This is an optimization exercise on Yosys and OpenROAD, whose aim is small area, a short achievable clock period and few clock cycles per item, not a production implementation.
The RTL was checked by simulation tests, not by an equivalence proof against the original design.
No activity file was given, so power comes from the tool's default toggle rates.

Setup of run 1:
==> flow/design.v <==
`timescale 1 ns / 100 ps
module register_file (we, wd, regs_flat, clk);
  input clk;
  input [15:0] we;
  input [15:0] wd;
  output [255:0] regs_flat;
  reg [15:0] regs [0:15];
  integer j;
  always @(posedge clk)
    for (j = 0; j < 16; j = j + 1)
      if (we[j]) regs[j] <= wd;
  genvar k;
  generate for (k = 0; k < 16; k = k + 1) begin : g
    assign regs_flat[16*k +: 16] = regs[k];
  end endgenerate
endmodule
module addk (x, add1, add4, sub3, y);
  input [15:0] x;
  input add1, add4, sub3;
  output [15:0] y;
  wire a01 = x[1] & x[0];
  wire lo = add1 | sub3;             
  assign y[0] = x[0] ^ lo;
  assign y[1] = x[1] ^ (lo & x[0]);
  wire up = (add1 & a01) | add4;     
  wire dn = sub3 & ~a01;             
  genvar i;
  generate for (i = 2; i < 16; i = i + 1) begin : g
    wire p, z;
    if (i == 2) begin
      assign p = 1'b1; assign z = 1'b1;
    end else begin
      assign p = &x[i-1:2];
      assign z = ~|x[i-1:2];
    end
    assign y[i] = x[i] ^ ((up & p) | (dn & z));
  end endgenerate
endmodule
`timescale 1 ns / 100 ps
module ee457_lab7_P3 (CLK,RSTB,IMEM_ADDR,IMEM_DATA,WB_WRITE,WB_RA,WB_RD);
input CLK,RSTB;
output [5:0] IMEM_ADDR;
input [31:0] IMEM_DATA;
output reg WB_WRITE;
output reg [3:0] WB_RA;
output reg [15:0] WB_RD;
reg [15:0] wb_we;
wire [255:0] regs_flat;
register_file RF (.we(wb_we), .wd(WB_RD), .regs_flat(regs_flat), .clk(CLK));
function [15:0] init_val(input integer k);
  init_val = (k == 15) ? 16'hffff : (k == 14) ? 16'hfff8 : (16'h0001 << k);
endfunction
reg [5:0] pc;
assign IMEM_ADDR = pc;
always @(posedge CLK, negedge RSTB)
  if (!RSTB) pc <= 6'd0;
  else pc <= pc + 6'd1;
reg id_v, ex_v;
reg [3:0] id_rd, ex_rd;
wire [3:0] if_rx = IMEM_DATA[3:0];
wire [15:0] if_sel = 16'h0001 << if_rx;
reg [15:0] written;
wire [15:0] ex_dec = ex_v ? (16'h0001 << ex_rd) : 16'h0000;
always @(posedge CLK, negedge RSTB)
  if (!RSTB) written <= 16'h0000;
  else written <= written | ex_dec;
wire if_hz  = id_v && id_rd == if_rx;             
wire if_byp = ex_v && ex_rd == if_rx && !if_hz;   
wire if_use = written[if_rx];
wire if_rf  = !if_hz && !if_byp;
reg id_add1, id_add4, id_sub3;
reg id_hz, id_byp, id_init;
reg [15:0] id_sel;    
reg [3:0] id_rx;
always @(posedge CLK, negedge RSTB)
  if (!RSTB) id_v <= 1'b0;
  else id_v <= |IMEM_DATA[31:28];
always @(posedge CLK) begin
  id_add1 <= IMEM_DATA[28];
  id_add4 <= IMEM_DATA[29];
  id_sub3 <= IMEM_DATA[30];
  id_rd   <= IMEM_DATA[7:4];
  id_rx   <= if_rx;
  id_hz   <= if_hz;
  id_byp  <= if_byp;
  id_init <= if_rf && !if_use;
  id_sel  <= if_sel & written & {16{if_rf}};
end
reg [15:0] rd_val;
integer k;
always @* begin
  rd_val = 16'h0000;
  for (k = 0; k < 16; k = k + 1)
    rd_val = rd_val | ({16{id_sel[k]}} & regs_flat[16*k +: 16]);
end
wire [15:0] ex_y;
wire [15:0] id_x = ({16{id_hz}} & ex_y) | ({16{id_byp}} & WB_RD) | rd_val
                 | ({16{id_init}} & init_val(id_rx));
reg ex_add1, ex_add4, ex_sub3;
reg [15:0] ex_a;
always @(posedge CLK, negedge RSTB)
  if (!RSTB) ex_v <= 1'b0;
  else ex_v <= id_v;
always @(posedge CLK) begin
  ex_a    <= id_x;
  ex_add1 <= id_add1; ex_add4 <= id_add4; ex_sub3 <= id_sub3;
  ex_rd   <= id_rd;
end
addk AK (.x(ex_a), .add1(ex_add1), .add4(ex_add4), .sub3(ex_sub3), .y(ex_y));
always @(posedge CLK, negedge RSTB)
  if (!RSTB) WB_WRITE <= 1'b0;
  else WB_WRITE <= ex_v;
always @(posedge CLK) begin
  WB_RD <= ex_y;
  WB_RA <= ex_rd;
  wb_we <= ex_dec;    
end
endmodule
Settings: LEC_CHECK=0, ABC_CLOCK_PERIOD_IN_PS=1500, CAP_MARGIN=20, CORE_MARGIN=2, CORE_UTILIZATION=65, CTS_CLUSTER_DIAMETER=80, CTS_CLUSTER_SIZE=25, SETUP_SLACK_MARGIN=1.55, SLEW_MARGIN=20; clock period 3.0 ns.
standard.sh (not shown) runs the stock make flow with config.mk's settings and CLKGATE_MAP_FILE= SYNTH_SCRIPT=/design/flow/synth_recipe.tcl, a recipe that flattens the netlist after the stock synthesis.
==> flow/flow/run.sh <==
#!/bin/bash
# Layout flow: the standard ORFS flow (standard.sh) with these changes:
#  - ADDER_MAP_FILE empty: Yosys does not extract half/full adder cells, so
#    ABC maps all the combinational logic (registers are unchanged);
#  - DONT_USE_CELLS: the platform's list plus the slow 3/4-input OR/NOR
#    cells listed in flow/dont_use_extra.txt;
#  - MATCH_CELL_FOOTPRINT=0: timing repair may resize a gate to any cell of
#    the same function, not only one of the same footprint.
# The make output goes to run_make.log in this folder; ORFS's own per-step
# logs are under orfs/logs/.
set -uo pipefail
here=$(cd "$(dirname "$0")" && pwd)
base="$(grep -o 'sky130_fd_sc_hd__[a-z0-9_]*' "$FLOW_HOME/platforms/sky130hd/config.mk" | grep -e probe -e lpflow | tr '\n' ' ')"
extra="$(tr '\n' ' ' < "$here/dont_use_extra.txt")"
bash standard.sh ADDER_MAP_FILE= MATCH_CELL_FOOTPRINT=0 "DONT_USE_CELLS=$base $extra" finish > run_make.log 2>&1
status=$?
tail -n 40 run_make.log
exit $status
==> flow/flow/dont_use_extra.txt <==
sky130_fd_sc_hd__or4_1
sky130_fd_sc_hd__or4_2
sky130_fd_sc_hd__or4_4
sky130_fd_sc_hd__or4b_1
sky130_fd_sc_hd__or4b_2
sky130_fd_sc_hd__or4b_4
sky130_fd_sc_hd__or4bb_1
sky130_fd_sc_hd__or4bb_2
sky130_fd_sc_hd__or4bb_4
sky130_fd_sc_hd__nor4_1
sky130_fd_sc_hd__nor4_2
sky130_fd_sc_hd__nor4_4
sky130_fd_sc_hd__nor4b_1
sky130_fd_sc_hd__nor4b_2
sky130_fd_sc_hd__nor4b_4
sky130_fd_sc_hd__nor4bb_1
sky130_fd_sc_hd__nor4bb_2
sky130_fd_sc_hd__nor4bb_4
sky130_fd_sc_hd__or3_1
sky130_fd_sc_hd__or3_2
sky130_fd_sc_hd__or3_4
sky130_fd_sc_hd__or3b_1
sky130_fd_sc_hd__or3b_2
sky130_fd_sc_hd__or3b_4
Testbench counts of run 1, summed over its fixed seeds: cycles 12,384, instrs 11,636.
Relative to run 1, the following input files were edited for run 2:
Settings: CTS_CLUSTER_SIZE: 25 -> unset; CORE_UTILIZATION: 65 -> 40; SETUP_SLACK_MARGIN: 1.55 -> 1.3; CTS_CLUSTER_DIAMETER: 80 -> unset.
==> flow/run.sh (new file) <==
#!/bin/bash
# synth_recipe.tcl (not shown) runs the flow's synth.tcl, then flattens the netlist and writes it again
# the make line also repeats each setting of config.mk as NAME=value (left out here)
make -C /OpenROAD-flow-scripts/flow DESIGN_CONFIG=/design/flow/config.mk WORK_HOME=/design/flow/orfs CLKGATE_MAP_FILE= SYNTH_SCRIPT=/design/flow/synth_recipe.tcl finish
removed: flow/flow/run.sh
removed: flow/flow/dont_use_extra.txt
removed: flow/standard.sh
--- outcome ---
Run 2 finished all stages; the layout is clean.
Final cell count up 134 in run 2 wrt run 1
Between run 2 and run 1, the difference in synthesized-area fraction occupied by ao, oa, aoi and oai cells is negligible.
The run showing the greater post-placement cell area is run 2.
Re global-route usage over all layers: run 2 and run 1 aren't equal, and the lower value belongs to run 2.
Looking at fraction of final layout cells with drive strength greater than 1 across run 2 and run 1, the one that comes out lower is run 2.
Run 2 vs run 1, post-route worst hold slack went down by 5.2 ps.
Diff run 2 and run 1: total number of multi-input combinational cells higher in run 1
Quantity of I/O buffers inserted on ports: run 2 vs run 1, no meaningful difference
The number of clock buffers in the layout in run 2 sits 81% above the value recorded for run 1.
#### Input delta (run 3 over run 2)
Settings: ABC_CLOCK_PERIOD_IN_PS: 1500 -> 1000; CORE_UTILIZATION: 40 -> 65; SETUP_SLACK_MARGIN: 1.3 -> 1.4.
Findings:
- The final non-filler cell area of run 2 and that of run 3 are within noise of each other.
- Relative to run 2, the power in sequential cells measured on run 3 has increased slightly.
- Looking at die width across run 2 and run 3, the one that comes out higher is run 2.
- Setup slack of the critical path after layout delta (run 3 − run 2): unfavourable
- When the final numbers for run 2 and run 3 were put side by side, the floorplan die area turned out to be greater in run 2.
- Between run 3 and run 2, it is run 3 whose wire length of the first global-routing pass is lower, by about 1%.

---

run A:
Starts from the design.v that is shown in full above.
==> flow/config.mk <==
export PLATFORM = sky130hd
export DESIGN_NAME = ee457_lab7_P3
export DESIGN_NICKNAME = ee457_lab7_P3
export VERILOG_FILES = /design/flow/design.v
export SDC_FILE = /design/flow/constraint.sdc
export NUM_CORES = 4
export LEC_CHECK = 0
export ABC_CLOCK_PERIOD_IN_PS = 1500
export CAP_MARGIN = 20
export CORE_MARGIN = 2
export CORE_UTILIZATION = 65
export CTS_CLUSTER_DIAMETER = 80
export CTS_CLUSTER_SIZE = 25
export SETUP_SLACK_MARGIN = 1.3
export SLEW_MARGIN = 20
==> flow/constraint.sdc <==
create_clock -name core_clock -period 3.0 [get_ports {CLK}]
set_input_delay 0.6000 -clock core_clock [delete_from_list [all_inputs] [get_ports {CLK}]]
set_output_delay 0.6000 -clock core_clock [all_outputs]
set_load 0.01 [all_outputs]
==> flow/flow/run.sh <==
#!/bin/bash
# Layout flow: the standard ORFS flow (standard.sh) with these changes:
#  - ADDER_MAP_FILE empty: Yosys does not extract half/full adder cells, so
#    ABC maps all the combinational logic (registers are unchanged);
#  - DONT_USE_CELLS: the platform's list plus the slow 3/4-input OR/NOR
#    cells listed in flow/dont_use_extra.txt;
#  - MATCH_CELL_FOOTPRINT=0: timing repair may resize a gate to any cell of
#    the same function, not only one of the same footprint.
# The make output goes to run_make.log in this folder; ORFS's own per-step
# logs are under orfs/logs/.
set -uo pipefail
here=$(cd "$(dirname "$0")" && pwd)
base="$(grep -o 'sky130_fd_sc_hd__[a-z0-9_]*' "$FLOW_HOME/platforms/sky130hd/config.mk" | grep -e probe -e lpflow | tr '\n' ' ')"
extra="$(tr '\n' ' ' < "$here/dont_use_extra.txt")"
bash standard.sh ADDER_MAP_FILE= MATCH_CELL_FOOTPRINT=0 "DONT_USE_CELLS=$base $extra" finish > run_make.log 2>&1
status=$?
tail -n 40 run_make.log
exit $status
==> flow/flow/dont_use_extra.txt <==
sky130_fd_sc_hd__or4_1
sky130_fd_sc_hd__or4_2
sky130_fd_sc_hd__or4_4
sky130_fd_sc_hd__or4b_1
sky130_fd_sc_hd__or4b_2
sky130_fd_sc_hd__or4b_4
sky130_fd_sc_hd__or4bb_1
sky130_fd_sc_hd__or4bb_2
sky130_fd_sc_hd__or4bb_4
sky130_fd_sc_hd__nor4_1
sky130_fd_sc_hd__nor4_2
sky130_fd_sc_hd__nor4_4
sky130_fd_sc_hd__nor4b_1
sky130_fd_sc_hd__nor4b_2
sky130_fd_sc_hd__nor4b_4
sky130_fd_sc_hd__nor4bb_1
sky130_fd_sc_hd__nor4bb_2
sky130_fd_sc_hd__nor4bb_4
sky130_fd_sc_hd__or3_1
sky130_fd_sc_hd__or3_2
sky130_fd_sc_hd__or3_4
sky130_fd_sc_hd__or3b_1
sky130_fd_sc_hd__or3b_2
sky130_fd_sc_hd__or3b_4
Run A did not stop at any stage, and its layout met the timing, design-rule and antenna checks.
Testbench counts of run A, summed over its fixed seeds: cycles 12,384, instrs 11,636.
What run B does differently from run A at the input level:
Settings: CORE_UTILIZATION now 55, was 65; SETUP_SLACK_MARGIN now 1.4, was 1.3.
==> run summary <==
The higher total number of vias of run B and run A is in run B. Setup slack, run B and run A: larger value in run B. In run B the global-route usage turned out 2.6 points lower than in run A. Going from run A to run B, share of cell area taken by flip-flops and latches dropped 1.3 points, final period demand of the worst path dropped 31 ps. Run A vs run B, destination of the critical timing path: ex_a[1] vs WB_RD[13].
Modified inputs, run C compared to run B
Settings: a change of CORE_UTILIZATION from 55 to 65.
==> flow/run.sh (new file) <==
#!/bin/bash
# synth_recipe.tcl (not shown) runs the flow's synth.tcl, then flattens the netlist and writes it again
# the make line also repeats each setting of config.mk as NAME=value (left out here)
make -C /OpenROAD-flow-scripts/flow DESIGN_CONFIG=/design/flow/config.mk WORK_HOME=/design/flow/orfs CLKGATE_MAP_FILE= SYNTH_SCRIPT=/design/flow/synth_recipe.tcl finish
removed: flow/flow/run.sh
removed: flow/flow/dont_use_extra.txt
removed: flow/standard.sh
In terms of buffer and inverter count on the worst path, run B and run C differ only marginally.
Cmp run C and run B / cell area / lower: run C
Against run B as the reference, run C delivers a higher path length in cells of the critical path.
The relative slew slack of run C falls short of that of run B by 0.94 points.
Global-route usage: run C > run B
Comparing run C and run B, worst setup slack is lower on run C.
[compare] base=run B new=run C: number of nets in the final layout fell 26, die area decreased by 15% relative to the old numbers, largest clock skew in the final design picked up an extra 4.0 ps.

## port drivers added, routing unchanged
No port has a modelled driver above. Below, the same layouts with a new extraction and two added sets of constraints.
Step 1, drivers: a clkbuf_16 drives CLK and a buf_2 each remaining input, both assumed.
Step 2 moves the port delays by t, midway between the first and last clock arrival at a register: inputs arrive t later, outputs are due t later. That takes back most of the time a late clock gives input paths.
Slacks: ideal ports / drivers / drivers and shift; pairs: ideal ports / drivers.
| run | t, ns | setup WS [ns] | worst slew at a driven data input, ns | pins driven straight from the clock port |
|---|---|---|---|---|
| run 1 | 0.557 | 1.314 / 1.269 / 0.990 | 0.04 | 1 |
| run 2 | 0.573 | 1.125 / 1.125 / 0.878 | 0.03 | 1 |
| run 3 | 0.559 | 1.111 / 1.111 / 0.930 | 0.04 | 1 |
| run A | 0.562 | 1.283 / 1.252 / 0.856 | 0.04 | 1 |
| run B | 0.562 | 1.315 / 1.267 / 0.991 | 0.04 | 1 |
| run C | 0.552 | 1.100 / 1.100 / 0.964 | 0.04 | 1 |
After both steps every run listed still meets setup and hold. The setup slack of run A, which loses most, moves by -0.031 ns with the drivers and by -0.427 ns with both steps.
